This design comes from an exercise in tuning for small area, a short achievable clock period and few clock cycles on the open sky130 flow, not from production work. Power and IR drop assume default switching activity.

run A:
## vsa16
module vsa16(clock, rst, PC, instruction, ALUOutput, datain, dataout, wr);
Size: ~1,200 cells after synthesis, about 100 flip-flops, ~79 I/O pins, ~7600 um2 of cells after synthesis.
clock: 7.0 ns
lec_check: 0
abc_area: 1
cap_margin: 20
core_margin: 2
core_utilization: 40
setup_slack_margin: 3.8
slew_margin: 20
standard.sh (not shown) runs the stock make flow with config.mk's settings and CLKGATE_MAP_FILE= SYNTH_SCRIPT=/design/flow/synth_recipe.tcl, a recipe that flattens the netlist after the stock synthesis.
==> flow/flow/run.sh <==
#!/bin/bash
# Standard ORFS layout (the standard.sh, unchanged synthesis), with two
# placement/sizing settings changed:
#  - port buffers are plain buf cells instead of the platform's default
#    delay-buffer choice;
#  - the resizer may swap cells across footprints (MATCH_CELL_FOOTPRINT=0),
#    so port buffers and other cells can be sized to the timing they see.
# Every tool's output is in orfs/logs/ (one log per ORFS step); make's own
# output is in flow_make.log.
set -euo pipefail
bash standard.sh MATCH_CELL_FOOTPRINT=0 \
  "BUFFER_PORTS_ARGS=-buffer_cell sky130_fd_sc_hd__buf_1" \
  finish > flow_make.log 2>&1
Relative to run A, the following input files were edited for run B:
- a change of ABC_AREA from 1 to 0
- a change of SETUP_SLACK_MARGIN from 3.8 to 3.5
Notes after the runs:
Run A reports its largest power group as combinational logic while run B reports sequential cells.
On run B: cell area is 430 um2 lower than what run A gave.
A commonest non-fill, non-tap cell in the layout of dfxtp_1 is what run B shows, while nand2_1 belongs to run A.
The run showing the smaller share of total power in sequential cells is run A.
Compared with run A, run B shows a lower number of instances in the synthesized netlist.
#### Input delta (run C over run B)
- a change of ABC_AREA from 0 to 1
- a change of SETUP_SLACK_MARGIN from 3.5 to 3.6
--- outcome ---
Run C was carried through to the last stage, and its layout satisfied the timing, DRC and antenna checks.
Between run B and run C, the flow reports placeable core region increasing by a few percent.
On pre-CTS setup slack: run C sits above run B.
Comparing run B and run C, the higher sum of internal, switching and leakage power is on run B.
Run B → run C: global-route usage climbed 0.68 points, clock network fraction of design power climbed 2.6 points, core utilization dropped 4.1 points, die area climbed 400 um2.
--- input diff run C..run D ---
- a change of SETUP_SLACK_MARGIN from 3.6 to 3.4
## What came out
- Of run D and run C, the lower worst hold slack belongs to run D.
- Compared with run C, run D degrades worst setup slack.
- Looking at run D and run C, the clock-pin slew of the registers on the worst-case setup and hold paths is a wash.
- Comparing run D against run C, there is no change at all in final antenna-violating net count.
- Of run D and run C, the higher design area belongs to run C.
- Run D: buffer count from post-CTS setup fixing 5 below run C
- Going from run C to run D, slew at the pin closest to its max-slew limit went down 0.015 ns; sequential share of layout area went up 0.55 points; non-clock buffer instance count of the final layout went down about 9%; portion of the layout cell area used by non-clock buffers went down 0.78 points.
Input changes introduced in run E (baseline for comparison: run D):
- SETUP_SLACK_MARGIN now 3.5, was 3.4
-- flow/flow/run.sh --
<<< run D, line 2
# Standard ORFS layout (the standard.sh, unchanged synthesis), with two
# placement/sizing settings changed:
>>> run E, line 2
# Standard ORFS layout (the standard.sh, unchanged register set), with
# these settings changed on make's command line:
<<< run D, line 7
#    so port buffers and other cells can be sized to the timing they see.
>>> run E, line 7
#    so port buffers and other cells can be sized to the timing they see;
#  - SYNTH_OPERATIONS_ARGS=-nofsm
<<< run D, line 13
>>> run E, line 14
  SYNTH_OPERATIONS_ARGS=-nofsm \
[summary]
- NOTE via count run D->run E decreased by a little under 10%
- Run E vs run D: shortest period the worst path allows up in run E
- Part of the total power dissipated in sequential elements (lower): run E
- Run E: cell count 133 below run D
- Number of different library cells in the post-synthesis netlist, run E vs run D: up by more than 10%
- Comparing run D against run E, there is no change at all in count of endpoints failing setup in the final report.
- Diff run D -> run E: routed wire length fell by 7.6%, sequential share of cell area rose by 0.33 points.
Function was not checked in any run of this note: the RTL went through the layout flow alone.

* * *

Another version of the RTL of vsa16 (not shown whole).
Size in the first run: roughly 0.0077 mm2 of cells after synthesis.
## vsa16
module vsa16(clock, rst, PC, instruction, ALUOutput, datain, dataout, wr);
    input         clock;
    input         rst;
    output [11:0] PC;
    input  [15:0] instruction;
    output [15:0] ALUOutput;
    input  [15:0] datain;
    output [15:0] dataout;
    output        wr;
    reg [10:0] pc_q;                 
    reg [15:0] R1, R2, R3;           
    reg [15:0] xa;                   
    reg [15:0] xb;                   
    reg        xc;                   
    reg [2:0]  xf;                   
    reg        x_we;                 
    reg        x_ld;                 
    reg [1:0]  x_rd;
    reg        wr;                   
    reg [1:0]  x_rs2;                
    assign PC = {pc_q, 1'b0};
    wire [15:0] sum = xa + xb + {15'd0, xc};
    assign ALUOutput = sum;
    reg [15:0] res;
    always @(*) begin
        case (xf)
            3'd2: res = xa & xb;
            3'd3: res = xa | xb;
            3'd4: res = xa ^ xb;
            3'd5: res = {1'b0, xa[15:1]};
            default: res = sum;
        endcase
    end
    wire [15:0] wdata = x_ld ? datain : res;
    reg [15:0] sd;
    always @(*) begin
        case (x_rs2)
  ...
export LEC_CHECK = 0
export ABC_AREA = 1
export CAP_MARGIN = 20
export CORE_MARGIN = 2
export CORE_UTILIZATION = 40
export SETUP_SLACK_MARGIN = 3.4
export SLEW_MARGIN = 20
create_clock -name core_clock -period 7.0 [get_ports {clock}]
run.sh (not shown) runs the stock make flow with config.mk's settings and CLKGATE_MAP_FILE= SYNTH_SCRIPT=/design/flow/synth_recipe.tcl, a recipe that flattens the netlist after the stock synthesis.
Stock flow here: none of the scripts above is used.
Edit:
--- a/flow/config.mk
+++ b/flow/config.mk
@@ -11,3 +11,3 @@
 export CORE_UTILIZATION = 40
-export SETUP_SLACK_MARGIN = 3.4
+export SETUP_SLACK_MARGIN = 4.0
 export SLEW_MARGIN = 20
=>
- global-route usage rose by 0.54 points
- total power increases by 10%
- design area rose by 8.9%
- synthesized cell count does not change
- non-clock buffer count rises by 40
- worst hold slack degrades by 0.0044 ns
- sequential share of layout area falls by 1.7 points
- core utilization climbs by 4.3 points
- clock power goes up by 12%
- fmax hardly moves
- setup slack gets better by 0.0047 ns
Function was not checked in any run of this note: the RTL went through the layout flow alone.

## separate check: timing with driven ports
How much do the figures lean on ideal ports? The routed layouts below were timed once more, with nothing changed but the port constraints. Step 1: set_driving_cell puts a clkbuf_16 on clock and a buf_2 on each other input, an assumption about the parent block. Step 2 times the ports against the registers' clock, not the clock port: input delays grow and output delays shrink by t, the midpoint of the rising clock arrivals with the driver on. Three values: ideal, step 1, step 2; two values: the first two.
run	t (ns)	slack for setup (ns)	latest minus earliest clock arrival (ns)
run A	0.385	3.593 / 3.556 / 3.396	0.011 / 0.011
run B	0.390	3.136 / 3.095 / 2.985	0.008 / 0.008
run C	0.387	3.616 / 3.579 / 3.374	0.011 / 0.011
run D	0.387	3.519 / 3.483 / 3.294	0.011 / 0.011
run E	0.394	3.166 / 3.120 / 3.214	0.011 / 0.011
the first run of note 2	0.390	3.487 / 3.445 / 3.145	0.012 / 0.011
the second run of note 2	0.402	3.492 / 3.444 / 3.491	0.012 / 0.012
After both steps setup and hold are still met in every run listed. The setup slack of the first run of note 2, which loses most, moves by -0.042 ns with the drivers and by -0.342 ns with both steps.
